This design comes from an exercise in tuning for small area on the open sky130 flow, not from production work.
Function was checked by simulation only, so behaviour that the tests miss may differ from the original.
In every run shown here, the design's own scripts or RTL, not TritonCTS, make the clock network.
No driver is modelled on the clock port, so clock power and skew are understated where the tree is cut down; a real chip needs a root buffer or a tree.
Power is estimated from default activity; no workload was simulated.

$ cat flow/flow/manual_cts.tcl
# Manual clock tree: the clock port drives one root buffer, which drives
# leaf buffers; each leaf drives a compact group of at most MCTS_MAX_SINKS
# flip-flop clock pins, formed by recursive median bisection of their
# placement. All buffers are placed at their group's centroid and legalized
# later by the flow's detailed placement.
set mcts_max_sinks [expr {[info exists ::env(MCTS_MAX_SINKS)] ? $::env(MCTS_MAX_SINKS) : 12}]
set mcts_leaf_cell [expr {[info exists ::env(MCTS_LEAF_CELL)] ? $::env(MCTS_LEAF_CELL) : "sky130_fd_sc_hd__clkbuf_8"}]
set mcts_root_cell [expr {[info exists ::env(MCTS_ROOT_CELL)] ? $::env(MCTS_ROOT_CELL) : "sky130_fd_sc_hd__clkbuf_8"}]

set mcts_block [ord::get_db_block]
set mcts_db [ord::get_db]
set mcts_clk_name [get_full_name [lindex [get_property [lindex [all_clocks] 0] sources] 0]]
set mcts_clk_net [[$mcts_block findBTerm $mcts_clk_name] getNet]
set mcts_leaf_master [$mcts_db findMaster $mcts_leaf_cell]
set mcts_root_master [$mcts_db findMaster $mcts_root_cell]

set mcts_sinks {}
foreach it [$mcts_clk_net getITerms] {
  set bb [[$it getInst] getBBox]
  lappend mcts_sinks [list $it [expr {([$bb xMin] + [$bb xMax]) / 2}] [expr {([$bb yMin] + [$bb yMax]) / 2}]]
}

proc mcts_split { sinks maxn } {
  if { [llength $sinks] <= $maxn } { return [list $sinks] }
  set xs [lsort -integer [lmap s $sinks {lindex $s 1}]]
  set ys [lsort -integer [lmap s $sinks {lindex $s 2}]]
  set dx [expr {[lindex $xs end] - [lindex $xs 0]}]
  set dy [expr {[lindex $ys end] - [lindex $ys 0]}]
  set key [expr {$dx >= $dy ? 1 : 2}]
  set sorted [lsort -integer -index $key $sinks]
  # split into two parts whose sizes are multiples of maxn where possible
  set n [llength $sorted]
  set groups [expr {($n + $maxn - 1) / $maxn}]
  set left [expr {(($groups / 2) * $n) / $groups}]
  return [concat [mcts_split [lrange $sorted 0 [expr {$left - 1}]] $maxn] \
                 [mcts_split [lrange $sorted $left end] $maxn]]
}

set mcts_groups [mcts_split $mcts_sinks $mcts_max_sinks]
puts "manual CTS: [llength $mcts_sinks] sinks in [llength $mcts_groups] groups"

set mcts_root_net [odb::dbNet_create $mcts_block "clknet_root"]
$mcts_root_net setSigType CLOCK
set mcts_cx 0
set mcts_cy 0
set i 0
foreach g $mcts_groups {
  set sx 0; set sy 0
  foreach s $g { incr sx [lindex $s 1]; incr sy [lindex $s 2] }
  set cx [expr {$sx / [llength $g]}]
  set cy [expr {$sy / [llength $g]}]
  incr mcts_cx $cx; incr mcts_cy $cy
  set buf [odb::dbInst_create $mcts_block $mcts_leaf_master "clkbuf_leaf_$i"]
  $buf setLocation $cx $cy
  $buf setPlacementStatus PLACED
  set net [odb::dbNet_create $mcts_block "clknet_leaf_$i"]
  $net setSigType CLOCK
  foreach s $g {
    set it [lindex $s 0]
    $it disconnect
    $it connect $net
  }
  [$buf findITerm X] connect $net
  [$buf findITerm A] connect $mcts_root_net
  incr i
}
set root [odb::dbInst_create $mcts_block $mcts_root_master "clkbuf_root"]
$root setLocation [expr {$mcts_cx / $i}] [expr {$mcts_cy / $i}]
$root setPlacementStatus PLACED
[$root findITerm A] connect $mcts_clk_net
[$root findITerm X] connect $mcts_root_net
$mcts_clk_net setSigType CLOCK
set_propagated_clock [all_clocks]
$ cat flow/constraint.sdc
create_clock -name core_clock -period 10.0 [get_ports {clk}]
set_input_delay 2.0000 -clock core_clock [delete_from_list [all_inputs] [get_ports {clk}]]
set_output_delay 2.0000 -clock core_clock [all_outputs]
set_load 0.01 [all_outputs]
$ cat flow/flow/abc_area.script
strash
&get -n
&deepsyn -T 20
&put
dch -f
amap
topo
stime -c
$ cat flow/flow/run.sh
#!/bin/bash
# Layout flow: the standard ORFS flow (standard.sh) with these changes:
#  - synthesis maps the combinational logic with an area-oriented ABC script
#    (abc_area.script: deepsyn, then amap) and leaves adders to ABC instead
#    of mapping them to half/full-adder cells; registers are synthesized
#    exactly as in the standard flow;
#  - the clock tree is built by manual_cts.tcl (a root buffer and leaf
#    buffers that each drive a compact group of flip-flops) instead of
#    TritonCTS; the rest of the CTS step (legalization, repair) is unchanged;
#  - the port buffers are the smallest buffer cell.
# Each tool's output is in standard.log and in orfs/logs.
set -uo pipefail
W=$(pwd)
rm -rf "$W/scripts_local"
cp -r "$FLOW_HOME/scripts" "$W/scripts_local"
cp "$W/flow/abc_area.script" "$W/scripts_local/abc_area.script"
cp "$W/flow/manual_cts.tcl" "$W/scripts_local/manual_cts.tcl"
sed -i 's|^log_cmd clock_tree_synthesis {\*}\$cts_args|source $::env(SCRIPTS_DIR)/manual_cts.tcl|' "$W/scripts_local/cts.tcl"
grep -q manual_cts.tcl "$W/scripts_local/cts.tcl" || { echo "cts.tcl patch failed"; exit 1; }
export SCRIPTS_DIR="$W/scripts_local"
export ADDER_MAP_FILE=
export MCTS_MAX_SINKS=10
export MCTS_LEAF_CELL=sky130_fd_sc_hd__clkbuf_4
export MCTS_ROOT_CELL=sky130_fd_sc_hd__clkbuf_8
export BUFFER_PORTS_ARGS="-inputs -outputs -buffer_cell sky130_fd_sc_hd__buf_1"
bash standard.sh > standard.log 2>&1
$ cat flow/design.v
module key_debounce (
    input  wire clk,
    input  wire rst,
    input  wire key_in,
    output reg  key_pulse
);
    localparam [9:0] DB_START = 10'b0000011001;
    reg [1:0] key_state_sync;
    reg [9:0] counter;
    reg       key_state_q;
    reg       key_state_q_prev;
    wire differ  = key_state_sync[1] ^ key_state_q;
    wire low_nz  = |counter[8:0];
    wire at_end  = ~low_nz & ~counter[9];
    always @(posedge clk or posedge rst) begin
        if (rst) begin
            key_state_sync <= 2'b11;
            key_state_q    <= 1'b1;
            key_pulse      <= 1'b0;
        end else begin
            key_state_sync <= {key_state_sync[0], key_in};
            if (differ & at_end)
                key_state_q <= ~key_state_q;
            key_pulse <= key_state_q_prev & ~key_state_q;
        end
    end
    always @(posedge clk) begin
        if (!differ)
            counter <= DB_START;
        else
            counter <= {counter[8:0], (counter[9] ^ counter[6]) & low_nz};
        key_state_q_prev <= key_state_q;
    end
endmodule
module clock_controller (
    input  wire       clk,
    input  wire       rst,
    input  wire       key_mode_pulse,
    input  wire       key_inc_pulse,
    input  wire       key_alarm_off_pulse,
    input  wire       sec_is_0,
    input  wire       min_is_0,
    input  wire       sec_wrapped,
    input  wire       min_inc,
    input  wire       min_dec,
    input  wire       hour_inc,
    output wire       time_count_en,
    output wire       load_h,
    output wire       load_m,
    output wire       blank_h,
    output wire       blank_m,
    output wire       alarm_on_flag
);
    reg [2:0] state;          
    reg [2:0] display_mode;   
    reg [4:0] alarm_dh;
    reg [5:0] alarm_dm;
    reg       is_alarming;
    reg       load_adj;       
    wire st_h = state[2], st_m = state[1], st_a = state[0];
    wire adj_h   = st_h & ~st_a;
    wire adj_m   = st_m & ~st_a;
    wire alarm_h = st_h &  st_a;
    wire alarm_m = st_m &  st_a;
    wire [2:0] next_state = {~st_h & ~st_a, st_h, (st_m & ~st_a) | (st_h & st_a)};
    wire match = (alarm_dh == 5'd0) && (alarm_dm == 6'd0) && sec_is_0;
    wire dm_up = (key_inc_pulse & alarm_m) | min_dec;
    wire dm_dn = min_inc;
    wire dh_up = key_inc_pulse & alarm_h;
    wire dh_dn = hour_inc;
    always @(posedge clk or posedge rst) begin
        if (rst) begin
            state        <= 3'b000;
            display_mode <= 3'b000;
            load_adj     <= 1'b0;
            alarm_dh     <= 5'd6;
            alarm_dm     <= 6'd0;
            is_alarming  <= 1'b0;
        end else begin
            if (key_mode_pulse) state <= next_state;
            display_mode <= state;
            load_adj     <= key_inc_pulse & (adj_h | adj_m);
            if (dh_up & ~dh_dn)
                alarm_dh <= (alarm_dh == 5'd23) ? 5'd0 : alarm_dh + 1'b1;
            else if (dh_dn & ~dh_up)
                alarm_dh <= (alarm_dh == 5'd0) ? 5'd23 : alarm_dh - 1'b1;
            if (dm_up & ~dm_dn)
                alarm_dm <= (alarm_dm == 6'd59) ? 6'd0 : alarm_dm + 1'b1;
            else if (dm_dn & ~dm_up)
                alarm_dm <= (alarm_dm == 6'd0) ? 6'd59 : alarm_dm - 1'b1;
            is_alarming <= ~key_alarm_off_pulse & ~key_mode_pulse & (is_alarming | match);
        end
    end
    assign blank_h = display_mode[2];
    assign blank_m = display_mode[1];
    assign time_count_en = display_mode[0] | ~(display_mode[2] | display_mode[1]);
    assign load_h = load_adj & display_mode[2];
    assign load_m = load_adj & display_mode[1];
    wire hourly_chime = time_count_en & min_is_0 & sec_wrapped;
    assign alarm_on_flag = is_alarming | hourly_chime;
endmodule
module buzzer_controller (
    input  wire clk,
    input  wire rst,
    input  wire alarm_on,
    output reg  beep
);
    localparam [14:0] BZ_START = 15'b101001100000000;
    reg [14:0] counter;
    wire at_end = (counter == 15'd0);
    always @(posedge clk or posedge rst) begin
        if (rst)
            beep <= 1'b0;
        else
            beep <= alarm_on & (beep ^ at_end);
    end
    always @(posedge clk) begin
        if (!alarm_on)
            counter <= 15'd0;
        else if (at_end)
            counter <= BZ_START;
        else
            counter <= {counter[13:0], ~(counter[14] ^ counter[13])};
    end
endmodule
module clk_divider (
    input  wire clk_in,
    input  wire rst,
    output wire clk_1hz_en,
    output wire scan_en,
    output reg  blink
);
    reg [5:0]  mod50;
    reg [9:0]  div50;
    reg [22:0] lfsr;
    wire wrap50   = mod50[5] & mod50[4] & mod50[0];
    wire wrap1k   = (&div50[9:5]) & (&div50[2:0]);
    wire low_zero = ~|lfsr[21:0];
    always @(posedge clk_in or posedge rst) begin
        if (rst) begin
            mod50 <= 6'd51;
            div50 <= 10'd0;
            lfsr  <= 23'd0;
            blink <= 1'b0;
        end else begin
            mod50 <= wrap50 ? 6'd0 : mod50 + 1'b1;
            if (wrap50)
                div50 <= wrap1k ? 10'd0 : div50 + 1'b1;
            lfsr <= {lfsr[21:0], lfsr[22] ^ lfsr[17] ^ low_zero};
            if (low_zero & lfsr[22])
                blink <= ~blink;
        end
    end
    assign clk_1hz_en = wrap50 & ~mod50[1];
    assign scan_en    = (div50 == 10'd0) & (mod50 == 6'd48);
endmodule
module time_counter (
    input  wire       clk,
    input  wire       rst,
    input  wire       clk_1hz_en,
    input  wire       time_count_en,
    input  wire       load_h,
    input  wire       load_m,
    output reg  [3:0] sec0,
    output reg  [2:0] sec1,
    output reg  [3:0] min0,
    output reg  [2:0] min1,
    output reg  [3:0] hour0,
    output reg  [1:0] hour1,
    output wire       sec_is_0,
    output wire       min_is_0,
    output reg        sec_wrapped,      
    output wire       min_inc,          
    output wire       min_dec,          
    output wire       hour_inc          
);
    assign sec_is_0  = (sec0 == 4'd0) & (sec1 == 3'd0);
    wire   sec_is_59 = (sec0 == 4'd9) & (sec1 == 3'd5);
    assign min_is_0  = (min0 == 4'd0) & (min1 == 3'd0);
    wire   min_is_59 = (min0 == 4'd9) & (min1 == 3'd5);
    wire count    = time_count_en & clk_1hz_en;
    wire load     = load_h | load_m;
    wire sec_inc  = ~load & count;
    assign min_inc  = load_m | (sec_inc & sec_is_59);
    assign min_dec  = load_h & sec_wrapped;
    assign hour_inc = (load_h & ~(sec_wrapped & min_is_0)) |
                    (sec_inc & sec_is_59 & min_is_59);
    always @(posedge clk or posedge rst) begin
        if (rst) begin
            sec0 <= 4'd0; sec1 <= 3'd0;
            min0 <= 4'd0; min1 <= 3'd0;
            hour0 <= 4'd0; hour1 <= 2'd0;
            sec_wrapped <= 1'b0;
        end else begin
            sec_wrapped <= sec_is_59 & (load | count);
            if (load) begin
                sec0 <= 4'd0; sec1 <= 3'd0;
            end else if (sec_inc) begin
                if (sec0 == 4'd9) begin
                    sec0 <= 4'd0;
                    sec1 <= (sec1 == 3'd5) ? 3'd0 : sec1 + 1'b1;
                end else
                    sec0 <= sec0 + 1'b1;
            end
            if (min_inc) begin
                if (min0 == 4'd9) begin
                    min0 <= 4'd0;
                    min1 <= (min1 == 3'd5) ? 3'd0 : min1 + 1'b1;
                end else
                    min0 <= min0 + 1'b1;
            end else if (min_dec) begin
                if (min0 == 4'd0) begin
                    min0 <= 4'd9;
                    min1 <= (min1 == 3'd0) ? 3'd5 : min1 - 1'b1;
                end else
                    min0 <= min0 - 1'b1;
            end
            if (hour_inc) begin
                if (hour1 == 2'd2 && hour0 == 4'd3) begin
                    hour0 <= 4'd0; hour1 <= 2'd0;
                end else if (hour0 == 4'd9) begin
                    hour0 <= 4'd0; hour1 <= hour1 + 1'b1;
                end else
                    hour0 <= hour0 + 1'b1;
            end
        end
    end
endmodule
module display_scanner (
    input  wire       clk,
    input  wire       rst,
    input  wire       scan_en,
    input  wire       blink,
    input  wire       blank_h,
    input  wire       blank_m,
    input  wire [3:0] sec0,
    input  wire [2:0] sec1,
    input  wire [3:0] min0,
    input  wire [2:0] min1,
    input  wire [3:0] hour0,
    input  wire [1:0] hour1,
    output reg  [3:0] num_to_decode,
    output wire [5:0] digit_sel
);
    reg [2:0] pos;
    always @(posedge clk or posedge rst) begin
        if (rst)          pos <= 3'b000;
        else if (scan_en) pos <= {pos[1:0], ~pos[2]};
    end
    wire p0 = ~pos[2] & ~pos[0];
    wire p1 = ~pos[1] &  pos[0];
    wire p2 = ~pos[2] &  pos[1];
    wire p3 =  pos[2] &  pos[0];
    wire p4 =  pos[1] & ~pos[0];
    wire p5 =  pos[2] & ~pos[1];
    wire off_h = blink & blank_h;
    wire off_m = blink & blank_m;
    assign digit_sel = ~{p5 & ~off_h, p4 & ~off_h, p3 & ~off_m, p2 & ~off_m, p1, p0};
    always @(*) begin
        num_to_decode = ({4{p0}} & sec0) | ({4{p1}} & {1'b0, sec1}) |
                        ({4{p2}} & min0) | ({4{p3}} & {1'b0, min1}) |
                        ({4{p4}} & hour0) | ({4{p5}} & {2'b00, hour1});
    end
endmodule
module display_decoder (
    input  wire [3:0] num_in,
    output reg  [6:0] seg_out
);
    always @(*) begin
        case (num_in)
            4'd0: seg_out = 7'b0111111;
            4'd1: seg_out = 7'b0000110;
            4'd2: seg_out = 7'b1011011;
            4'd3: seg_out = 7'b1001111;
            4'd4: seg_out = 7'b1100110;
            4'd5: seg_out = 7'b1101101;
            4'd6: seg_out = 7'b1111101;
            4'd7: seg_out = 7'b0000111;
            4'd8: seg_out = 7'b1111111;
            4'd9: seg_out = 7'b1101111;
            default: seg_out = 7'b0000000;
        endcase
    end
endmodule
module DigitalClock (
    input   wire        clk,
    input   wire        rst,
    input   wire        key_mode,
    input   wire        key_inc,
    input   wire        key_alarm_off,
    output  wire        beep,
    output  wire [6:0]  seg_out,
    output  wire [5:0]  digit_sel
);
    wire key_mode_pulse, key_inc_pulse, key_alarm_off_pulse;
    wire clk_1hz_en, scan_en, blink;
    wire time_count_en, load_h, load_m, sec_wrapped, blank_h, blank_m, alarm_on_flag;
    wire sec_is_0, min_is_0, min_inc, min_dec, hour_inc;
    wire [3:0] sec0, min0, hour0;
    wire [2:0] sec1, min1;
    wire [1:0] hour1;
    wire [3:0] num_to_decode;
    key_debounce debounce_mode      (.clk(clk), .rst(rst), .key_in(key_mode),      .key_pulse(key_mode_pulse));
    key_debounce debounce_inc       (.clk(clk), .rst(rst), .key_in(key_inc),       .key_pulse(key_inc_pulse));
    key_debounce debounce_alarm_off (.clk(clk), .rst(rst), .key_in(key_alarm_off), .key_pulse(key_alarm_off_pulse));
    clk_divider u_clk_divider (
        .clk_in(clk), .rst(rst),
        .clk_1hz_en(clk_1hz_en), .scan_en(scan_en), .blink(blink)
    );
    clock_controller u_controller (
        .clk(clk), .rst(rst),
        .key_mode_pulse(key_mode_pulse), .key_inc_pulse(key_inc_pulse),
        .key_alarm_off_pulse(key_alarm_off_pulse),
        .sec_is_0(sec_is_0), .min_is_0(min_is_0), .sec_wrapped(sec_wrapped),
        .min_inc(min_inc), .min_dec(min_dec), .hour_inc(hour_inc),
        .time_count_en(time_count_en), .load_h(load_h), .load_m(load_m),
        .blank_h(blank_h), .blank_m(blank_m),
        .alarm_on_flag(alarm_on_flag)
    );
    buzzer_controller u_buzzer (.clk(clk), .rst(rst), .alarm_on(alarm_on_flag), .beep(beep));
    time_counter u_time_counter (
        .clk(clk), .rst(rst),
        .clk_1hz_en(clk_1hz_en), .time_count_en(time_count_en),
        .load_h(load_h), .load_m(load_m),
        .sec0(sec0), .sec1(sec1), .min0(min0), .min1(min1), .hour0(hour0), .hour1(hour1),
        .sec_is_0(sec_is_0), .min_is_0(min_is_0), .sec_wrapped(sec_wrapped),
        .min_inc(min_inc), .min_dec(min_dec), .hour_inc(hour_inc)
    );
    display_scanner u_display_scanner (
        .clk(clk), .rst(rst), .scan_en(scan_en), .blink(blink),
        .blank_h(blank_h), .blank_m(blank_m),
        .sec0(sec0), .sec1(sec1), .min0(min0), .min1(min1), .hour0(hour0), .hour1(hour1),
        .num_to_decode(num_to_decode), .digit_sel(digit_sel)
    );
    display_decoder u_display_decoder (.num_in(num_to_decode), .seg_out(seg_out));
endmodule
$ cat flow/config.mk
export PLATFORM = sky130hd
export DESIGN_NAME = DigitalClock
export DESIGN_NICKNAME = DigitalClock
export VERILOG_FILES = /design/flow/design.v
export SDC_FILE = /design/flow/constraint.sdc
export NUM_CORES = 4
export LEC_CHECK = 0
export ABC_AREA = 1
export CAP_MARGIN = 20
export CORE_MARGIN = 2
export CORE_UTILIZATION = 40
export SLEW_MARGIN = 20
$ cat flow/standard.sh
#!/bin/bash
# synth_recipe.tcl (not shown) runs the flow's synth.tcl, then flattens the netlist and writes it again
# the make line also repeats each setting of config.mk as NAME=value (left out here)
make -C /OpenROAD-flow-scripts/flow DESIGN_CONFIG=/design/flow/config.mk WORK_HOME=/design/flow/orfs CLKGATE_MAP_FILE= SYNTH_SCRIPT=/design/flow/synth_recipe.tcl "${@:-finish}"
==> results of run 1 <==
==> cells by family (layout without fill, tap and decap cells) <==
kind of cell,count (synthesis),in the layout,share of synthesized area
AOI/OAI and AO/OA,103,103,0.116
buffers and inverters,85,120,0.0583
DFF,144,144,0.618
and+or+nand+nor,244,244,0.208
==> metrics by stage <==
| stage | std cells | hold slack, ns | utilization |
|---|---|---|---|
| floorplan | 576 | 0.345 | - |
| global placement | 771 | 0.346 | 0.434 |
| detailed placement | 771 | 0.348 | 0.434 |
| CTS | 787 | 0.361 | 0.443 |
| global route | 787 | 0.363 | 0.444 |
| finish | 787 | 0.360 | 0.444 |
==> power by group <==
| part | internal [mW] | switching, mW | leakage [nW] |
|---|---|---|---|
| clock | 0.0787 | 0.170 | 0.0762 |
| sequential | 0.700 | 0.0806 | 1.63 |
| combinational | 0.0906 | 0.152 | 0.734 |
| total | 0.870 | 0.402 | 2.44 |
==> Yosys cell counts <==
master,count,share of area
nor2_1,113,0.078
clkinv_1,85,0.058
dfrtp_1,81,0.37
dfxtp_1,48,0.18
nand2_1,31,0.021
a21oi_1,27,0.025
o21ai_0,26,0.024
nor3_1,22,0.020
nor2b_1,20,0.023
nor4_1,16,0.018
dfstp_2,15,0.072
o22ai_1,15,0.017
and3_1,11,0.013
a211oi_1,9,0.012
nand4_1,9,0.010
nand3_1,8,0.0073
or2_0,7,0.0080
a31oi_1,4,0.0046
o21bai_1,4,0.0055
or4_1,4,0.0055
o221ai_1,3,0.0048
a221oi_1,2,0.0032
o21a_1,2,0.0027
o32ai_1,2,0.0032
a2111oi_0,1,0.0016
a21o_1,1,0.0014
a22oi_1,1,0.0014
a311oi_1,1,0.0016
a31o_1,1,0.0016
a32oi_1,1,0.0016
and2_0,1,0.0011
nor3b_1,1,0.0014
o22a_1,1,0.0016
o31a_1,1,0.0016
o31ai_1,1,0.0014
or3_1,1,0.0011
==> state kept, by name, indices dropped and copies added, names as in the netlist, 4 cells and up <==
register                    cells
u_time_counter.sec0             4
u_buzzer.counter               15
u_time_counter.min0             4
u_clk_divider.mod50             6
u_controller.alarm_dh           5
u_clk_divider.lfsr             23
u_time_counter.hour0            4
debounce_mode.counter          10
u_clk_divider.div50            10
debounce_alarm_off.counter     10
debounce_inc.counter           10
u_controller.alarm_dm           6
==> critical path: stages (launching register included) <==
cell	delay, ns
dfrtp_1	0.38
clkinv_1	0.14
nand2_1	0.16
o22ai_1	0.09
a221oi_1	0.22
o221ai_1	0.21
nor2_1	0.22
nor2_1	0.09
a21o_1	0.18
o21ai_0	0.25
clkinv_1	0.14
nor2_1	0.12
buf_1	0.17
==> final timing paths <==
check | startpoint | end | slack [ns] | depth (start not counted)
worst max-delay path | u_display_scanner.pos[2] | seg_out[3] | 5.21 | 12
min in group asynchronous | rst | u_clk_divider.div50[8] | 1.44 | 2
worst min register to register | debounce_inc.key_state_sync[0] | debounce_inc.key_state_sync[1] | 0.36 | 0
max in group asynchronous | rst | u_clk_divider.div50[2] | 7.59 | 3
worst min-delay path | debounce_inc.key_state_sync[0] | debounce_inc.key_state_sync[1] | 0.36 | 0
worst max register to register | u_clk_divider.mod50[0] | u_time_counter.hour0[3] | 5.97 | 17
==> area by class of cell <==
| cell class | instances | area, sq um |
|---|---|---|
| fillers | 1268 | 7400 |
| multi-input cells | 347 | 1770 |
| inverters | 85 | 322 |
| well taps | 176 | 220 |
| flip-flops and latches | 144 | 3380 |
| plain buffers | 16 | 126 |
| repair buffers | 19 | 78.8 |
==> layer usage <==
metal / GRT usage / up-vias / wire length, um
li1: - / 2020 / -
met1: 0.200 / 1845 / 4720
met2: 0.225 / 71 / 4360
met3: 0.0207 / 22 / 438
met4: 0.0334 / 0 / 266
met5: 0 / - / 0
==> results.ini, run 1 <==
[status]
status=no timing/DRC/antenna violations

[finish]
syn2layout_area_growth_pct=7.82
nNetsFinal=618
final_cell_mix=nor2_1, clkinv_1, dfrtp_1
diodes=0
final_area_sq_mm=0.00590
drive_gt1_frac=0.0540
final_common_cell=nor2_1

[sta]
hold_viol=0
tns_ns=0
maxSlewViolCount=0
max_slew_margin=0.479
max_freq_ghz=0.209
grt_setup_unrepaired=no
skew_ns=0.0234
worstMarginPinSlew_ns=0.782
setup_ws_ns=5.21
finalCritPeriodShare=0.479
setup_viol=0
finalWorstPathRequiredPeriod_ns=4.79

[cts]
clkTransAtPathRegs_ns=0.09
cts_resized=0
insertion_delay_ns=0.44
cts_setup_buffers=0
cts_hold_buf=0

[grt]
grt_pass1_vias=3785
grt.total_usage=0.140
grt-ovfl-total=0
grt_antenna_before_repair=0
grt_max_degree=89
grt_first_pass_wirelength_mm=17.4

[placement]
hpwl_mm=6.92
place_area_sq_mm=0.00577
post-place-ws_ns=5.72
routabilityCongestion=0.889
port-buffer-count=18

[synthesis]
ys_warn_count=7
yosysSeqAreaShare=0.618
ys_seq_elements=144
syn_nets=581
netlist_area_sq_mm=0.00547
synth_cells=576
avgSynthCellArea_sq_um=9.49
ys_types=36

[power]
total_power_mw=1.27
power.leakage_nw=2.44
p_per_area_mw_per_mm2=216
ir_drop_uv=122

[setup_path]
cp.arrival_ns=2.79
required_ns=8.00
crit_path_end_kind=primary output
crit_fanout=5
start_kind=register
crit_type=register to primary output

[detailed_routing]
routed_via_density=5.03
route.detailed.drc=0
drt-initial-drc-count=282
vias=3958
routed_wirelength_mm=9.78
wire_per_inst_um=12.4
firstDrtPassIters=4
ant_nets=0

[die]
fp.coreArea_sq_mm=0.0133
die-area_sq_mm=0.0146
placementRows=42
initial_core_util=0.411
dieHeight_um=121
die_w_um=121
top_level_ports=19

[run]
maxCapViolCount=0

[min_path]
hold_class=register to register

==> run 2, diff against run 1 <==
--- a/flow/flow/run.sh
+++ b/flow/flow/run.sh
@@ -21,4 +21,4 @@
 export ADDER_MAP_FILE=
-export MCTS_MAX_SINKS=10
-export MCTS_LEAF_CELL=sky130_fd_sc_hd__clkbuf_4
+export MCTS_MAX_SINKS=12
+export MCTS_LEAF_CELL=sky130_fd_sc_hd__clkbuf_8
 export MCTS_ROOT_CELL=sky130_fd_sc_hd__clkbuf_8
==> results.ini, run 2 <==
[finish]
final_common_cell=nor2_1
drive_gt1_frac=0.0493
fin_cells=784
diodes=0
seq_area_sq_mm=0.00338
multi_input_area_sq_mm=0.00177
top_register=u_clk_divider.lfsr
final_area_sq_mm=0.00595
reg.largest.list=u_clk_divider.lfsr: 23 flops, u_buzzer.counter: 15 flops
syn2layout_area_growth_pct=8.79
final_cell_mix=nor2_1, clkinv_1, dfrtp_1
nNetsFinal=615
fin_util=0.447
largest_reg_flops=23
fillCellCount=1257

[sta]
hold_viol=0
skew_ns=0.0114
setup_viol=0
grt_setup_unrepaired=no
max_slew_margin=0.480
tns_ns=0
finalWorstPathRequiredPeriod_ns=4.79
worstMarginPinSlew_ns=0.780
maxSlewViolCount=0
finalCritPeriodShare=0.479
max_freq_ghz=0.209

[placement]
place_area_sq_mm=0.00577
dp_cells=771
hpwl_mm=6.92
routabilityCongestion=0.889
port-buffer-count=18

[grt]
grt_first_pass_wirelength_mm=17.2
grt-ovfl-total=0
grt.total_usage=0.138
grt_pass1_vias=3767
grt_antenna_before_repair=0
grt_max_degree=89

[synthesis]
yosysMostFrequentCell=nor2_1
ys_seq_elements=144
synthArstFlopShare=0.667
synthMuxAreaShare=0
synth_ff_type=dfrtp_1
yosysSeqAreaShare=0.618
ys_warn_count=7
synth_area_leaders=dfrtp_1, dfxtp_1, nor2_1
ys_types=36
synth_area_leader_cell=dfrtp_1
yosys.area_share.xor_xnor=0
syn_nets=581
avgSynthCellArea_sq_um=9.49
yosys.area_share.simple=0.208
synth_top_family_by_area=simple AND/OR/NAND/NOR gates
synth_top_area_frac=0.371
synthTopCellsByCount=nor2_1, clkinv_1, dfrtp_1, dfxtp_1, nand2_1
synthAdderAreaFrac=0
synth_compound_area_frac=0.116
synth_cells=576
synth-edff-count=0
netlist_area_sq_mm=0.00547

[detailed_routing]
firstDrtPassIters=4
vias=3951
route.detailed.drc=0
ant_nets=0
drt-initial-drc-count=225
routed_wirelength_mm=9.66
wire_per_inst_um=12.3
routed_via_density=5.04

[power]
ir_drop_uv=117
switching_share=0.307
pwr-share-comb=0.185
p_per_area_mw_per_mm2=220
power_frac_seq=0.597
p_switching_mw=0.402
power.leakage_nw=2.46
p_clk_frac=0.218
internal-power_mw=0.907

[status]
status=no timing/DRC/antenna violations

[min_path]
hold_class=register to register

[setup_path]
required_ns=8.00
crit_type=register to primary output
cp.arrival_ns=2.79
crit_fanout=5
start_kind=register
crit_path_end_kind=primary output

[cts]
cts_resized=0
clkTransAtPathRegs_ns=0.08
cts_setup_buffers=0
insertion_delay_ns=0.42
cts_hold_buf=0

[die]
dieHeight_um=121
die_w_um=121
top_level_ports=19
fp.coreArea_sq_mm=0.0133
die-area_sq_mm=0.0146
initial_core_util=0.411
placementRows=42

[run]
maxCapViolCount=0

## run 2: cell counts after synthesis
No cell type changed its count.
## run 2: cell families after synthesis
group | Yosys count
DFF | 144
buffers and inverters | 85
AOI/OAI and AO/OA | 103
and+or+nand+nor | 244
## run 2: power by group through the flow
stage / clock (mW) / combinational, mW / sequential (mW)
2_1_floorplan: 0 / 0.196 / 0.771
3_3_place_gp: 0 / 0.236 / 0.787
3_5_place_dp: 0 / 0.244 / 0.792
4_1_cts: 0.302 / 0.245 / 0.781
5_1_grt: 0.326 / 0.284 / 0.798
6_report: 0.286 / 0.242 / 0.781
## run 2: metal layers
| layer | share of wire | vias up | GRT usage |
|---|---|---|---|
| met5 | 0 | - | 0 |
| met2 | 0.45 | 61 | 0.227 |
| met1 | 0.49 | 1861 | 0.196 |
| li1 | - | 2009 | - |
| met4 | 0.026 | 0 | 0.0349 |
| met3 | 0.035 | 20 | 0.0150 |
## run 2: final cells by class
class,count,area share
Sequential cell,144,0.568
Multi-Input combinational cell,347,0.297
Inverter,85,0.0540
Tap cell,176,0.0370
Buffer,13,0.0301
Timing Repair Buffer,19,0.0132
## run 2: final timing paths
path | from | endpoint | slack (ns) | cells past startpoint
setup / recovery | u_display_scanner.pos[2] | seg_out[3] | 5.21 | 12
hold / removal | debounce_alarm_off.key_state_sync[0] | debounce_alarm_off.key_state_sync[1] | 0.36 | 0
setup reg to reg | u_clk_divider.mod50[0] | u_time_counter.hour0[3] | 5.97 | 17
hold reg to reg | debounce_alarm_off.key_state_sync[0] | debounce_alarm_off.key_state_sync[1] | 0.36 | 0
max in group asynchronous | rst | u_clk_divider.lfsr[7] | 7.58 | 3
min in group asynchronous | rst | u_clk_divider.div50[8] | 1.46 | 2
## run 2: critical path, stage by stage, from the launching register on
cell      delay [ns]
dfrtp_1         0.38
clkinv_1        0.14
nand2_1         0.16
o22ai_1         0.10
a221oi_1        0.22
o221ai_1        0.21
nor2_1          0.22
nor2_1          0.09
a21o_1          0.18
o21ai_0         0.25
clkinv_1        0.14
nor2_1          0.12
buf_1           0.17
## run 2: per-stage QoR
step	hold WS, ns	setup WS [ns]	total power, mW
2_1_floorplan	0.345	5.78	0.967
3_3_place_gp	0.346	5.88	1.02
3_5_place_dp	0.348	5.72	1.04
4_1_cts	0.364	5.22	1.33
5_1_grt	0.369	4.86	1.41
6_report	0.358	5.21	1.31
==> run 3, diff against run 2 <==
--- a/flow/design.v
+++ b/flow/design.v
@@ -53,4 +53,4 @@
 );
-    reg [2:0] state;          
     reg [2:0] display_mode;   
+    reg       mode_pulse_q;   
     reg [4:0] alarm_dh;
@@ -59,2 +59,5 @@
     reg       load_adj;       
+    wire dm_h = display_mode[2], dm_m = display_mode[1], dm_a = display_mode[0];
+    wire [2:0] dm_next = {~dm_h & ~dm_a, dm_h, (dm_m & ~dm_a) | (dm_h & dm_a)};
+    wire [2:0] state = mode_pulse_q ? dm_next : display_mode;
     wire st_h = state[2], st_m = state[1], st_a = state[0];
@@ -64,12 +67,11 @@
     wire alarm_m = st_m &  st_a;
-    wire [2:0] next_state = {~st_h & ~st_a, st_h, (st_m & ~st_a) | (st_h & st_a)};
     wire match = (alarm_dh == 5'd0) && (alarm_dm == 6'd0) && sec_is_0;
-    wire dm_up = (key_inc_pulse & alarm_m) | min_dec;
-    wire dm_dn = min_inc;
-    wire dh_up = key_inc_pulse & alarm_h;
-    wire dh_dn = hour_inc;
+    wire am_up = (key_inc_pulse & alarm_m) | min_dec;
+    wire am_dn = min_inc;
+    wire ah_up = key_inc_pulse & alarm_h;
+    wire ah_dn = hour_inc;
     always @(posedge clk or posedge rst) begin
         if (rst) begin
-            state        <= 3'b000;
             display_mode <= 3'b000;
+            mode_pulse_q <= 1'b0;
             load_adj     <= 1'b0;
@@ -79,12 +81,12 @@
         end else begin
-            if (key_mode_pulse) state <= next_state;
             display_mode <= state;
+            mode_pulse_q <= key_mode_pulse;
             load_adj     <= key_inc_pulse & (adj_h | adj_m);
-            if (dh_up & ~dh_dn)
+            if (ah_up & ~ah_dn)
                 alarm_dh <= (alarm_dh == 5'd23) ? 5'd0 : alarm_dh + 1'b1;
-            else if (dh_dn & ~dh_up)
+            else if (ah_dn & ~ah_up)
                 alarm_dh <= (alarm_dh == 5'd0) ? 5'd23 : alarm_dh - 1'b1;
-            if (dm_up & ~dm_dn)
+            if (am_up & ~am_dn)
                 alarm_dm <= (alarm_dm == 6'd59) ? 6'd0 : alarm_dm + 1'b1;
-            else if (dm_dn & ~dm_up)
+            else if (am_dn & ~am_up)
                 alarm_dm <= (alarm_dm == 6'd0) ? 6'd59 : alarm_dm - 1'b1;
--- a/flow/flow/run.sh
+++ b/flow/flow/run.sh
@@ -3,3 +3,3 @@
 #  - synthesis maps the combinational logic with an area-oriented ABC script
-#    (abc_area.script: deepsyn, then amap) and leaves adders to ABC instead
+#    (abc_area.script: deepsyn, then &nf with relaxed delay) and leaves adders to ABC instead
 #    of mapping them to half/full-adder cells; registers are synthesized
@@ -21,3 +21,3 @@
 export ADDER_MAP_FILE=
-export MCTS_MAX_SINKS=12
+export MCTS_MAX_SINKS=16
 export MCTS_LEAF_CELL=sky130_fd_sc_hd__clkbuf_8
==> flow/flow/abc_area.script (replaced) <==
strash
&get -n
&deepsyn -T 20
&dch -f
&nf -R 1000
&put
topo
stime -c
--- a/flow/config.mk
+++ b/flow/config.mk
@@ -10,3 +10,3 @@
 export CORE_MARGIN = 2
-export CORE_UTILIZATION = 40
+export CORE_UTILIZATION = 60
 export SLEW_MARGIN = 20
==> results.ini, run 3 <==
[detailed_routing]
ant_nets=0
drt-initial-drc-count=124
routed_via_density=5.57
route.detailed.drc=0
vias=3467
firstDrtPassIters=4
routed_wirelength_mm=8.56
wire_per_inst_um=13.8

[synthesis]
yosys.area_share.simple=0.219
synth_cells=485
synthMuxAreaShare=0.0145
ys_warn_count=7
synth_compound_area_frac=0.0852
yosysSeqAreaShare=0.625
synth_top_family_by_area=simple AND/OR/NAND/NOR gates
synthTopCellsByCount=dfrtp_1, dfxtp_1, nor2_1, nand2_1, and2_0
synthArstFlopShare=0.662
ys_types=44
synth_area_leaders=dfrtp_1, dfxtp_1, dfstp_2
yosys.area_share.xor_xnor=0.0493
ys_seq_elements=142
synthAdderAreaFrac=0
synth_ff_type=dfrtp_1
netlist_area_sq_mm=0.00533
synth_area_leader_cell=dfrtp_1
syn_nets=490
avgSynthCellArea_sq_um=11.0
yosysMostFrequentCell=dfrtp_1
synth_top_area_frac=0.371
synth-edff-count=0

[die]
top_level_ports=19
placementRows=34
die_w_um=98.3
die-area_sq_mm=0.00966
dieHeight_um=98.3
fp.coreArea_sq_mm=0.00868
initial_core_util=0.615

[finish]
nNetsFinal=521
fin_cells=622
final_common_cell=dfrtp_1
syn2layout_area_growth_pct=6.61
final_area_sq_mm=0.00569
top_register=u_clk_divider.lfsr
drive_gt1_frac=0.0525
diodes=0
fin_util=0.655
fillCellCount=690
largest_reg_flops=23
final_cell_mix=dfrtp_1, dfxtp_1, nor2_1
reg.largest.list=u_clk_divider.lfsr: 23 flops, u_buzzer.counter: 15 flops

[grt]
grt_max_degree=85
grt_first_pass_wirelength_mm=15.5
grt_antenna_before_repair=0
grt.total_usage=0.185
grt-ovfl-total=0
grt_pass1_vias=3427

[placement]
port-buffer-count=18
hpwl_mm=6.02
routabilityCongestion=0.918
place_area_sq_mm=0.00555
dp_cells=612

[sta]
hold_ws_ns=0.358
finalCritPeriodShare=0.488
worstMarginPinSlew_ns=0.737
finalWorstPathRequiredPeriod_ns=4.88
setup_viol=0
maxSlewViolCount=0
grt_setup_unrepaired=no
max_freq_ghz=0.205
hold_viol=0
skew_ns=0.00980
tns_ns=0
max_slew_margin=0.509

[status]
status=no timing/DRC/antenna violations

[setup_path]
crit_fanout=9
critPathTopFamily=simple AND/OR/NAND/NOR gates
slowest_stage=dfrtp_1
path_cells=nor2b_1, a222oi_1, nand3_1, nand2_1, nor2_1, a21oi_1, o21ai_0, nand2_1, and2_0, or3_1, o21ai_0, buf_1
crit_path_end_kind=primary output
crit_path_max_incr_delay_ns=0.48
crit_buf_inv=1
cp.arrival_ns=2.88
crit_type=register to primary output
start_kind=register
required_ns=8.00

[min_path]
hold_class=register to register

[cts]
cts_resized=0
insertion_delay_ns=0.40
cts_hold_buf=0
cts_setup_buffers=0
clkTransAtPathRegs_ns=0.09

[power]
ir_drop_uv=154
p_per_area_mw_per_mm2=221
power.leakage_nw=2.48

[run]
maxCapViolCount=0

[run 3: changes by cell type after synthesis, moves of 11 or more]
cell      change
nor2_1       -66
and2_0       +34
o22ai_1      -14
xnor2_1      +14
xor2_1       +16
nand2b_1     +11
clkinv_1     -74
o21ai_0      -19
[run 3: area by class of cell]
class,count,area (sq um),area share
sequential,142,3330,0.586
multi-input combinational,332,1960,0.345
buffer,10,138,0.0242
tap,108,135,0.0238
timing repair buffer,19,78.8,0.0139
inverter,11,42.5,0.00748
[run 3: per-stage QoR]
| step | power [mW] | worst slack (ns) |
|---|---|---|
| 6_report | 1.26 | 5.12 |
| 5_1_grt | 1.34 | 4.86 |
| 4_1_cts | 1.28 | 5.13 |
| 3_5_place_dp | 1.03 | 5.59 |
| 3_3_place_gp | 1.02 | 5.74 |
| 2_1_floorplan | 0.959 | 5.78 |
[run 3: final timing paths]
| kind | startpoint | to | slack (ns) | depth (start not counted) |
|---|---|---|---|---|
| worst max-delay path | u_display_scanner.pos[2] | seg_out[0] | 5.12 | 12 |
| worst min-delay path | debounce_mode.key_state_sync[0] | debounce_mode.key_state_sync[1] | 0.36 | 0 |
| worst max register to register | u_clk_divider.mod50[0] | u_time_counter.hour1[1] | 6.63 | 11 |
| worst min register to register | debounce_mode.key_state_sync[0] | debounce_mode.key_state_sync[1] | 0.36 | 0 |
| max in group asynchronous | rst | u_time_counter.sec0[1] | 7.58 | 3 |
| min in group asynchronous | rst | u_clk_divider.mod50[3] | 1.47 | 2 |
[run 3: kinds of logic (layout without fill, tap and decap cells)]
kind of cell    Yosys count  count (layout)
buf+inv                  11              40
xor+xnor                 30              30
mux                       7               7
compound gates           72              72
flops                   142             142
simple gates            223             223
[run 3: power breakdown]
part           internal [mW]  switching, mW  leakage, nW  total, mW
logic                  0.104          0.123        0.785      0.227
clock network         0.0902          0.157       0.0719      0.247
registers              0.692         0.0923         1.62      0.784
[run 3: metal layers]
metal	share of wire	GRT usage	wire length, um
met5	0	0	0
met4	0.017	0.0306	144
met3	0.040	0.0172	341
met2	0.45	0.309	3860
met1	0.49	0.272	4220
[run 3: worst reg2reg max path, stage by stage (launching register included)]
cell     delay (ns)
dfstp_2        0.57
and3_1         0.34
nor3b_1        0.59
nand2_1        0.17
nor4_1         0.30
a31oi_1        0.16
nor2b_1        0.45
a21oi_1        0.15
and2_0         0.21
nand2_1        0.09
xor2_1         0.15
a31oi_1        0.06
==> run 4, diff against run 3 <==
--- a/flow/config.mk
+++ b/flow/config.mk
@@ -10,3 +10,3 @@
 export CORE_MARGIN = 2
-export CORE_UTILIZATION = 60
+export CORE_UTILIZATION = 40
 export SLEW_MARGIN = 20
==> results.ini, run 4 <==
[finish]
largest_reg_flops=23
final_cell_mix=dfrtp_1, dfxtp_1, nor2_1
nNetsFinal=521
final_common_cell=dfrtp_1
drive_gt1_frac=0.0525
reg.largest.list=u_clk_divider.lfsr: 23 flops, u_buzzer.counter: 15 flops
diodes=0
syn2layout_area_growth_pct=8.23
top_register=u_clk_divider.lfsr

[setup_path]
cp.arrival_ns=2.91
crit_path_end_kind=primary output
crit_fanout=9
required_ns=8.00
crit_type=register to primary output
start_kind=register

[synthesis]
synth_top_family_by_area=simple AND/OR/NAND/NOR gates
synthMuxAreaShare=0.0145
ys_seq_elements=142
yosysMostFrequentCell=dfrtp_1
synth_compound_area_frac=0.0852
avgSynthCellArea_sq_um=11.0
synth_area_leader_cell=dfrtp_1
synth_top_area_frac=0.371
synthAdderAreaFrac=0
ys_types=44
synthTopCellsByCount=dfrtp_1, dfxtp_1, nor2_1, nand2_1, and2_0
synth-edff-count=0
netlist_area_sq_mm=0.00533
synth_area_leaders=dfrtp_1, dfxtp_1, dfstp_2
syn_nets=490
synth_cells=485
ys_warn_count=7
synthArstFlopShare=0.662
synth_ff_type=dfrtp_1
yosys.area_share.simple=0.219
yosys.area_share.xor_xnor=0.0493
yosysSeqAreaShare=0.625

[sta]
tns_ns=0
grt_setup_unrepaired=no
maxSlewViolCount=0
worstMarginPinSlew_ns=0.725
finalCritPeriodShare=0.491
setup_viol=0
max_slew_margin=0.515
max_freq_ghz=0.204
hold_viol=0
finalWorstPathRequiredPeriod_ns=4.91
skew_ns=0.00815
hold_ws_ns=0.359

[cts]
cts_hold_buf=0
cts_setup_buffers=0
clkTransAtPathRegs_ns=0.10
insertion_delay_ns=0.40
cts_resized=0

[grt]
grt.total_usage=0.128
grt-ovfl-total=0
grt_antenna_before_repair=0
grt_pass1_vias=3382
grt_max_degree=82
grt_first_pass_wirelength_mm=15.8

[power]
p_per_area_mw_per_mm2=218
power.leakage_nw=2.48
ir_drop_uv=110
total_power_mw=1.26

[detailed_routing]
drt-initial-drc-count=196
routed_via_density=5.02
vias=3461
routed_wirelength_mm=8.78
ant_nets=0
firstDrtPassIters=6
route.detailed.drc=0
wire_per_inst_um=12.7

[placement]
routabilityCongestion=0.858
hpwl_mm=6.10
port-buffer-count=18

[die]
fp.coreArea_sq_mm=0.0131
top_level_ports=19
dieHeight_um=119
placementRows=42
initial_core_util=0.406
die-area_sq_mm=0.0143
die_w_um=119

[status]
status=no timing/DRC/antenna violations

[run]
maxCapViolCount=0

[min_path]
hold_class=register to register

-- run 4: path summary, 6_finish.rpt --
check,slack [ns],start,cells after the start,to
worst max-delay path,5.09,u_display_scanner.pos[0],12,seg_out[4]
worst min-delay path,0.36,debounce_inc.key_state_sync[0],0,debounce_inc.key_state_sync[1]
worst max register to register,6.75,u_clk_divider.mod50[0],11,u_time_counter.hour1[1]
worst min register to register,0.36,debounce_inc.key_state_sync[0],0,debounce_inc.key_state_sync[1]
max in group asynchronous,7.57,rst,3,u_controller.alarm_dh[3]
min in group asynchronous,1.49,rst,2,u_clk_divider.div50[9]
-- run 4: cell families after synthesis --
kind of cell              count (synthesis)
DFF                                     142
AOI/OAI and AO/OA                        72
buffers and inverters                    11
and+or+nand+nor                         223
muxes                                     7
xor gates and xnor gates                 30
-- run 4: layer usage --
metal  vias to the layer above  part of all wire  global-route usage
li1                       1745                 -                   -
met4                         0             0.017              0.0221
met1                      1645              0.50               0.191
met5                         -                 0                   0
met3                        12             0.039              0.0148
met2                        59              0.45               0.203
-- run 4: stage by stage --
step / std cells / cell area, sq um / utilization / setup WS, ns
global placement: 680 / 5630 / 0.429 / 5.73
detailed placement: 680 / 5630 / 0.429 / 5.55
CTS: 690 / 5770 / 0.439 / 5.08
global route: 690 / 5770 / 0.439 / 4.76
floorplan: 485 / 5330 / - / 5.78
finish: 690 / 5770 / 0.439 / 5.09
-- run 4: final cells by class --
type | count | area (sq um)
fillers | 1254 | 7360
inverters | 11 | 43.8
flip-flops and latches | 142 | 3330
multi-input cells | 332 | 1960
well taps | 176 | 220
plain buffers | 10 | 138
repair buffers | 19 | 78.8
-- run 4: critical path, stage by stage, from the launching register on --
cell and delay [ns]:
dfrtp_1 0.48, nor2b_1 0.33, a222oi_1 0.16, nand3_1 0.21
nand2_1 0.12, nor2_1 0.12, a21oi_1 0.06, o21ai_0 0.11
nand2_1 0.11, and2_0 0.16, or3_1 0.39, nor2_1 0.11
buf_1 0.16
-- run 4: power by group --
group | switching [mW] | internal, mW | leakage (nW)
logic | 0.124 | 0.104 | 0.785
clock network | 0.159 | 0.0903 | 0.0719
registers | 0.0921 | 0.691 | 1.62
total | 0.374 | 0.886 | 2.48
==> run 5, diff against run 4 <==
--- a/flow/design.v
+++ b/flow/design.v
@@ -7,4 +7,6 @@
     localparam [9:0] DB_START = 10'b0000011001;
+    localparam [9:0] DB_POL   = 10'b1010101010;
     reg [1:0] key_state_sync;
-    reg [9:0] counter;
+    reg [9:0] counter_q;
+    wire [9:0] counter = counter_q ^ DB_POL;
     reg       key_state_q;
@@ -28,5 +30,5 @@
         if (!differ)
-            counter <= DB_START;
+            counter_q <= DB_START ^ DB_POL;
         else
-            counter <= {counter[8:0], (counter[9] ^ counter[6]) & low_nz};
+            counter_q <= {counter[8:0], (counter[9] ^ counter[6]) & low_nz} ^ DB_POL;
         key_state_q_prev <= key_state_q;
@@ -110,3 +112,5 @@
     localparam [14:0] BZ_START = 15'b101001100000000;
-    reg [14:0] counter;
+    localparam [14:0] BZ_POL   = 15'b101010101010101;
+    reg  [14:0] counter_q;
+    wire [14:0] counter = counter_q ^ BZ_POL;
     wire at_end = (counter == 15'd0);
@@ -120,7 +124,7 @@
         if (!alarm_on)
-            counter <= 15'd0;
+            counter_q <= BZ_POL;
         else if (at_end)
-            counter <= BZ_START;
+            counter_q <= BZ_START ^ BZ_POL;
         else
-            counter <= {counter[13:0], ~(counter[14] ^ counter[13])};
+            counter_q <= {counter[13:0], ~(counter[14] ^ counter[13])} ^ BZ_POL;
     end
--- a/flow/flow/run.sh
+++ b/flow/flow/run.sh
@@ -23,3 +23,3 @@
 export MCTS_LEAF_CELL=sky130_fd_sc_hd__clkbuf_8
-export MCTS_ROOT_CELL=sky130_fd_sc_hd__clkbuf_8
+export MCTS_ROOT_CELL=sky130_fd_sc_hd__clkbuf_4
 export BUFFER_PORTS_ARGS="-inputs -outputs -buffer_cell sky130_fd_sc_hd__buf_1"
==> results.ini, run 5 <==
[status]
status=no timing/DRC/antenna violations

[setup_path]
crit_path_start=u_display_scanner.pos[0]
crit_path_max_incr_delay_ns=0.47
cp.arrival_ns=2.66
crit_path_end_kind=primary output
r2r-start=u_clk_divider.mod50[0]
required_ns=8.00
crit_fanout=8
path_cells=clkinv_1, nor2_1, a222oi_1, nand2_1, or2_0, xnor2_1, nor2_1, nor2_1, clkinv_1, buf_1
slowest_stage=dfrtp_1
crit_type=register to primary output
r2r_cells=15
cp_common_cell=nor2_1
start_kind=register

[detailed_routing]
route.detailed.drc=0
routed_via_density=5.01
vias=3564
wire_per_inst_um=12.9
ant_nets=0
routed_wirelength_mm=9.20
drt-initial-drc-count=229
firstDrtPassIters=4

[min_path]
hold_depth=0
hold_class=register to register
min-delay-start=debounce_inc.key_state_sync[0]

[placement]
routabilityCongestion=0.861
place_area_sq_mm=0.00561
port-buffer-count=18
post-place-ws_ns=5.90
hpwl_mm=6.46

[sta]
setup_ws_ns=5.34
hold_viol=0
finalWorstPathRequiredPeriod_ns=4.66
worstMarginPinSlew_ns=0.816
finalCritPeriodShare=0.466
tns_ns=0
maxSlewViolCount=0
max_freq_ghz=0.215
skew_ns=0.0111
grt_setup_unrepaired=no
max_slew_margin=0.452
setup_viol=0

[finish]
final_area_sq_mm=0.00575
final_common_cell=dfrtp_1
multi_input_area_sq_mm=0.00194
fillCellCount=1293
nNetsFinal=543
largest_reg_flops=23
fin_util=0.438
syn2layout_area_growth_pct=8.12
top_register=u_clk_divider.lfsr
final_cell_mix=dfrtp_1, nand2_1, nor2_1
reg.largest.list=u_clk_divider.lfsr: 23 flops, u_buzzer.counter_q: 15 flops
drive_gt1_frac=0.0504
seq_area_sq_mm=0.00333
diodes=0

[synthesis]
synth_area_leader_cell=dfrtp_1
yosysSeqAreaShare=0.627
synthArstFlopShare=0.662
synthTopCellsByCount=dfrtp_1, nand2_1, nor2_1, dfxtp_1
ys_seq_elements=142
synth_area_leaders=dfrtp_1, dfxtp_1, dfstp_2
synth_cells=507
syn_nets=512
yosysMostFrequentCell=dfrtp_1
ys_warn_count=7
synth_ff_type=dfrtp_1
ys_types=42
avgSynthCellArea_sq_um=10.5
netlist_area_sq_mm=0.00532
synth_top_area_frac=0.372
synth-edff-count=0

[die]
die_w_um=119
top_level_ports=19
initial_core_util=0.405
die-area_sq_mm=0.0142
dieHeight_um=119
fp.coreArea_sq_mm=0.0131
placementRows=42

[grt]
grt.total_usage=0.131
grt_first_pass_wirelength_mm=16.2
grt_antenna_before_repair=1
grt-ovfl-total=0
grt_max_degree=86
grt_pass1_vias=3519

[cts]
cts_setup_buffers=0
cts_resized=0
cts_hold_buf=0
clkTransAtPathRegs_ns=0.10
insertion_delay_ns=0.50

[power]
p_per_area_mw_per_mm2=216
total_power_mw=1.24
power.leakage_nw=2.52
ir_drop_uv=64.1

[run]
maxCapViolCount=0

## run 5: cell type report
cell class | count | share of cell area
flip-flops and latches | 142 | 0.580
repair buffers | 19 | 0.0137
multi-input cells | 353 | 0.338
plain buffers | 10 | 0.0229
inverters | 12 | 0.00805
well taps | 176 | 0.0383
## run 5: metrics by stage
| stage | hold WS, ns | cells |
|---|---|---|
| floorplan | 0.345 | 507 |
| global placement | 0.347 | 702 |
| detailed placement | 0.347 | 702 |
| CTS | 0.360 | 712 |
| global route | 0.363 | 712 |
| finish | 0.359 | 712 |
## run 5: report_power, final
part,switching (mW),internal (mW),total [mW]
sequential,0.0880,0.684,0.772
combinational,0.126,0.0986,0.225
clock,0.161,0.0846,0.245
## run 5: worst max-delay path: cells and delay by family, from the launching register on
| kind | cells | cell delay [ns] |
|---|---|---|
| buf+inv | 3 | 0.31 |
| compound gates | 1 | 0.34 |
| flops | 1 | 0.47 |
| xor+xnor | 1 | 0.25 |
| simple gates | 5 | 0.80 |
## run 5: worst paths after layout
kind	to	slack, ns
worst max-delay path	seg_out[0]	5.34
worst min-delay path	debounce_inc.key_state_sync[1]	0.36
worst max register to register	u_controller.alarm_dm[5]	6.52
worst min register to register	debounce_inc.key_state_sync[1]	0.36
max in group asynchronous	u_clk_divider.lfsr[3]	7.66
min in group asynchronous	debounce_inc.key_state_sync[0]	1.58
## run 5: cell families after synthesis
kind of cell | share of synthesized area
AND/OR/NAND/NOR | 0.224
flip-flops | 0.627
AO/OA/AOI/OAI | 0.0704
XOR/XNOR | 0.0576
buffers and inverters | 0.00847
multiplexers | 0.0125
## run 5: per-layer routing
| metal | wire length, um | track usage |
|---|---|---|
| met5 | 13 | 0 |
| met4 | 189 | 0.0228 |
| met3 | 209 | 0.0139 |
| met2 | 4160 | 0.217 |
| met1 | 4620 | 0.191 |
==> run 6, diff against run 5 <==
--- a/flow/flow/run.sh
+++ b/flow/flow/run.sh
@@ -23,3 +23,3 @@
 export MCTS_LEAF_CELL=sky130_fd_sc_hd__clkbuf_8
-export MCTS_ROOT_CELL=sky130_fd_sc_hd__clkbuf_4
+export MCTS_ROOT_CELL=sky130_fd_sc_hd__clkbuf_8
 export BUFFER_PORTS_ARGS="-inputs -outputs -buffer_cell sky130_fd_sc_hd__buf_1"
==> results.ini, run 6 <==
[sta]
skew_ns=0.0118
finalCritPeriodShare=0.468
setup_viol=0
finalWorstPathRequiredPeriod_ns=4.68
setup_ws_ns=5.32
hold_ws_ns=0.356
tns_ns=0
worstMarginPinSlew_ns=0.894
grt_setup_unrepaired=no
max_freq_ghz=0.214
hold_viol=0
maxSlewViolCount=0
max_slew_margin=0.404

[synthesis]
synth_area_leaders=dfrtp_1, dfxtp_1, dfstp_2
synth_area_leader_cell=dfrtp_1
yosysSeqAreaShare=0.628
synthArstFlopShare=0.662
yosysMostFrequentCell=dfrtp_1
ys_warn_count=7
synthTopCellsByCount=dfrtp_1, nor2_1, nand2_1, dfxtp_1, a21oi_1
ys_types=40
avgSynthCellArea_sq_um=10.5
syn_nets=510
synth_top_area_frac=0.373
ys_seq_elements=142
synth-edff-count=0
synth_ff_type=dfrtp_1
netlist_area_sq_mm=0.00531
synth_cells=505

[finish]
final_area_sq_mm=0.00574
reg.largest.list=u_clk_divider.lfsr: 23 flops, u_buzzer.counter_q: 15 flops
multi_input_area_sq_mm=0.00192
fin_util=0.439
syn2layout_area_growth_pct=8.18
top_register=u_clk_divider.lfsr
largest_reg_flops=23
final_cell_mix=dfrtp_1, nor2_1, nand2_1
final_common_cell=dfrtp_1
fillCellCount=1229
diodes=0
nNetsFinal=541
seq_area_sq_mm=0.00333
fin_cells=710
drive_gt1_frac=0.0506

[die]
dieHeight_um=119
die-area_sq_mm=0.0142
fp.coreArea_sq_mm=0.0131
initial_core_util=0.406
die_w_um=119
placementRows=42
top_level_ports=19

[grt]
grt_first_pass_wirelength_mm=15.8
grt_max_degree=74
grt_antenna_before_repair=0
grt.total_usage=0.128
grt-ovfl-total=0
grt_pass1_vias=3440

[placement]
dp_cells=700
post-place-ws_ns=5.79
routabilityCongestion=0.833
place_area_sq_mm=0.00560
hpwl_mm=6.47
port-buffer-count=18

[detailed_routing]
wire_per_inst_um=12.9
firstDrtPassIters=6
ant_nets=0
routed_wirelength_mm=9.16
routed_via_density=5.06
drt-initial-drc-count=211
vias=3596
route.detailed.drc=0

[setup_path]
required_ns=8.00
slowest_stage=dfrtp_1
crit_type=register to primary output
crit_path_end_kind=primary output
cp.arrival_ns=2.68
start_kind=register
crit_buf_inv=2
crit_path_max_incr_delay_ns=0.51
path_cells=nor2_1, a222oi_1, nand2_1, or2_0, xnor2_1, a21oi_1, clkinv_1, buf_1
crit_fanout=9
critPathTopFamily=compound AO/OA/AOI/OAI gates

[power]
total_power_mw=1.26
ir_drop_uv=67.6
power.leakage_nw=2.45
p_per_area_mw_per_mm2=219

[cts]
clkTransAtPathRegs_ns=0.10
cts_hold_buf=0
insertion_delay_ns=0.39
cts_resized=0
cts_setup_buffers=0

[min_path]
hold_class=register to register

[status]
status=no timing/DRC/antenna violations

[run]
maxCapViolCount=0

==> run 6: cell count changes after synthesis, moves of 4 or more <==
| cell | before | now |
|---|---|---|
| or3_1 | 4 | 0 |
| nand3_1 | 10 | 15 |
| nor3_1 | 20 | 13 |
| nor2_1 | 72 | 67 |
| a21oi_1 | 20 | 38 |
| a31oi_1 | 4 | 9 |
| nand2_1 | 77 | 64 |
| o21ai_0 | 15 | 19 |
| and3_1 | 12 | 7 |
==> run 6: final timing paths <==
kind	from	endpoint	slack (ns)	cells after the start
max	u_display_scanner.pos[2]	seg_out[0]	5.32	8
max in group asynchronous	rst	u_clk_divider.lfsr[18]	7.23	3
min	debounce_alarm_off.key_state_sync[0]	debounce_alarm_off.key_state_sync[1]	0.36	0
min reg2reg	debounce_alarm_off.key_state_sync[0]	debounce_alarm_off.key_state_sync[1]	0.36	0
max reg2reg	u_clk_divider.mod50[0]	u_time_counter.min1[2]	6.67	10
min in group asynchronous	rst	u_clk_divider.div50[1]	1.56	2
==> run 6: layer usage <==
metal	vias to the layer above	global-route usage	wire length (um)	part of all wire
met1	1731	0.183	4530	0.49
met2	48	0.218	4200	0.46
met4	0	0.0231	198	0.022
li1	1804	-	-	-
met5	-	0	0	0
met3	13	0.0101	233	0.025
==> run 6: kinds of logic (layout without fill, tap and decap cells) <==
logic type                count (synthesis)  count (layout)  share of synthesized area
AOI/OAI and AO/OA                        86              86                     0.0960
and+or+nand+nor                         224             224                      0.199
DFF                                     142             142                      0.628
buffers and inverters                    14              43                    0.00990
xor gates and xnor gates                 32              32                     0.0528
muxes                                     7               7                     0.0144
==> run 6: final cells by class <==
class | instances | share of cell area
Buffer | 10 | 0.0240
Tap cell | 176 | 0.0384
Inverter | 14 | 0.00937
Sequential cell | 142 | 0.580
Timing Repair Buffer | 19 | 0.0131
Multi-Input combinational cell | 349 | 0.335
==> run 6: worst register-to-register path, cell delays in order (launching register included) <==
cell and delay (ns):
dfstp_2 0.61, nand3_1 0.21, nor3_1 0.32, and2_0 0.29, nand3_1 0.21, a21oi_1 0.46
nand3_1 0.15, mux2i_1 0.26, o21ai_0 0.21, a21oi_1 0.18, mux2_1 0.33
==> run 6: report_power, final <==
part	leakage, nW	internal, mW	total [mW]	switching, mW
sequential	1.61	0.690	0.789	0.0993
combinational	0.766	0.0934	0.219	0.125
clock	0.0719	0.0904	0.250	0.159
total	2.45	0.874	1.26	0.384
==> run 7, diff against run 6 <==
--- a/flow/flow/run.sh
+++ b/flow/flow/run.sh
@@ -3,3 +3,3 @@
 #  - synthesis maps the combinational logic with an area-oriented ABC script
-#    (abc_area.script: deepsyn, then &nf with relaxed delay) and leaves adders to ABC instead
+#    (abc_area.script: 120 s of deepsyn, then &nf with relaxed delay) and leaves adders to ABC instead
 #    of mapping them to half/full-adder cells; registers are synthesized
==> flow/flow/abc_area.script (replaced) <==
strash
&get -n
&deepsyn -T 120
&dch -f
&nf -R 1000
&put
topo
stime -c
==> results.ini, run 7 <==
[status]
status=no timing/DRC/antenna violations

[cts]
clkTransAtPathRegs_ns=0.10
insertion_delay_ns=0.39
cts_setup_buffers=0
cts_resized=0
cts_hold_buf=0

[placement]
hpwl_mm=6.32
port-buffer-count=18
routabilityCongestion=0.848

[synthesis]
yosysSeqAreaShare=0.637
yosysMostFrequentCell=dfrtp_1
synth_area_leaders=dfrtp_1, dfxtp_1, dfstp_2
ys_warn_count=7
synth_cells=484
synth_ff_type=dfrtp_1
synthTopCellsByCount=dfrtp_1, nor2_1, nand2_1, dfxtp_1, a21oi_1
syn_nets=489
synthAdderAreaFrac=0
ys_seq_elements=142
yosys.area_share.simple=0.192
synth_top_family_by_area=simple AND/OR/NAND/NOR gates
avgSynthCellArea_sq_um=10.8
synth_compound_area_frac=0.0945
ys_types=42
synth-edff-count=0
netlist_area_sq_mm=0.00523
yosys.area_share.xor_xnor=0.0570
synth_area_leader_cell=dfrtp_1
synthMuxAreaShare=0.0124
synth_top_area_frac=0.378
synthArstFlopShare=0.662

[finish]
final_cell_mix=dfrtp_1, nor2_1, nand2_1
largest_reg_flops=23
fillCellCount=1192
top_register=u_clk_divider.lfsr
drive_gt1_frac=0.0526
multi_input_area_sq_mm=0.00186
diodes=0
seq_area_sq_mm=0.00333
final_common_cell=dfrtp_1
reg.largest.list=u_clk_divider.lfsr: 23 flops, u_buzzer.counter_q: 15 flops
syn2layout_area_growth_pct=8.28
nNetsFinal=520
fin_util=0.447

[power]
p_per_area_mw_per_mm2=223
power.leakage_nw=2.44
ir_drop_uv=92.2

[grt]
grt_pass1_vias=3302
grt_first_pass_wirelength_mm=15.9
grt-ovfl-total=0
grt_antenna_before_repair=0
grt.total_usage=0.130
grt_max_degree=86

[min_path]
hold_class=register to register
hold_depth=0

[sta]
finalWorstPathRequiredPeriod_ns=4.63
finalCritPeriodShare=0.463
worstMarginPinSlew_ns=0.834
max_freq_ghz=0.216
maxSlewViolCount=0
tns_ns=0
grt_setup_unrepaired=no
max_slew_margin=0.441
hold_viol=0
setup_viol=0
skew_ns=0.0110

[setup_path]
slowest_stage=dfrtp_1
path_depth=11
cp.arrival_ns=2.63
critPathTopFamily=simple AND/OR/NAND/NOR gates
start_kind=register
cp_common_cell=nor2_1
crit_path_max_incr_delay_ns=0.49
path_cells=clkinv_1, nor2_1, a32oi_1, nand3_1, nand3_1, nor2_1, nor2_1, o21ai_0, a31oi_1, a21boi_0, buf_1
crit_type=register to primary output
required_ns=8.00
crit_path_end_kind=primary output
crit_buf_inv=2
r2r_cells=18
crit_fanout=8

[die]
placementRows=41
dieHeight_um=118
fp.coreArea_sq_mm=0.0127
die-area_sq_mm=0.0140
die_w_um=118
top_level_ports=19
initial_core_util=0.413

[detailed_routing]
drt-initial-drc-count=245
route.detailed.drc=0
routed_via_density=5.11
ant_nets=0
vias=3498
firstDrtPassIters=4
wire_per_inst_um=13.0
routed_wirelength_mm=8.93

[run]
maxCapViolCount=0

[run 7: per-layer routing]
| layer | part of all wire | GRT usage | up-vias |
|---|---|---|---|
| met4 | 0.013 | 0.0158 | 0 |
| met1 | 0.51 | 0.196 | 1671 |
| li1 | - | - | 1750 |
| met5 | 0 | 0 | - |
| met2 | 0.43 | 0.208 | 66 |
| met3 | 0.048 | 0.0145 | 11 |
[run 7: cell type report]
type,instances,share of cell area
repair buffers,19,0.0139
flip-flops and latches,142,0.589
well taps,172,0.0380
multi-input cells,332,0.328
inverters,10,0.00685
plain buffers,10,0.0243
[run 7: final timing paths]
kind                                           startpoint                              to  slack (ns)
max                              u_display_scanner.pos[0]                      seg_out[1]        5.37
min                        debounce_inc.key_state_sync[0]  debounce_inc.key_state_sync[1]        0.36
max reg2reg                        u_clk_divider.mod50[0]         u_time_counter.hour1[1]        5.78
min reg2reg                debounce_inc.key_state_sync[0]  debounce_inc.key_state_sync[1]        0.36
max in group asynchronous                             rst         debounce_mode.key_pulse        7.56
min in group asynchronous                             rst        u_controller.alarm_dm[2]        1.48
[run 7: cell families after synthesis]
| family | count (synthesis) |
|---|---|
| multiplexers | 6 |
| buffers and inverters | 10 |
| AND/OR/NAND/NOR | 211 |
| flip-flops | 142 |
| XOR/XNOR | 34 |
| AO/OA/AOI/OAI | 81 |
[run 7: power by group]
part | switching [mW] | internal, mW | leakage, nW | total (mW)
registers | 0.0953 | 0.689 | 1.61 | 0.784
logic | 0.125 | 0.103 | 0.756 | 0.228
clock network | 0.160 | 0.0904 | 0.0719 | 0.250
total | 0.380 | 0.882 | 2.44 | 1.26
[run 7: metrics by stage]
stage	hold WS (ns)	cell area, sq um	worst slack, ns	cells	power (mW)
detailed placement	0.347	5520	5.79	675	1.03
finish	0.359	5660	5.37	685	1.26
CTS	0.360	5660	5.37	685	1.28
global route	0.369	5660	4.98	685	1.35
floorplan	0.345	5230	6.03	484	0.961
global placement	0.347	5520	5.85	675	1.02

re-timing with driven ports:
In the flow no input, the clock included, has a driving cell. The finished layouts below were timed again as built, in two steps.
Step 1 assumes that a clkbuf_16 drives the clock port and a buf_2 every other input.
Step 2 moves the port delays by t, midway between the first and last clock arrival at a register: inputs arrive t later, outputs are due t later. That takes back most of the time a late clock gives input paths.
Slacks: ideal ports / drivers / drivers and shift; pairs: ideal ports / drivers.
run | t (ns) | setup slack, ns | worst setup path after step 2 | latest minus earliest clock arrival (ns)
run 1 | 0.460 | 5.215 / 5.184 / 5.643 | register to output | 0.025 / 0.025
run 2 | 0.441 | 5.213 / 5.182 / 5.623 | register to output | 0.012 / 0.012
run 3 | 0.418 | 5.125 / 5.095 / 5.513 | register to output | 0.013 / 0.014
run 4 | 0.416 | 5.088 / 5.059 / 5.476 | register to output | 0.015 / 0.015
run 5 | 0.523 | 5.341 / 5.310 / 5.833 | register to output | 0.014 / 0.014
run 6 | 0.417 | 5.322 / 5.287 / 5.704 | register to output | 0.013 / 0.012
run 7 | 0.415 | 5.370 / 5.339 / 5.755 | register to output | 0.012 / 0.013
After both steps every run listed still meets setup and hold.
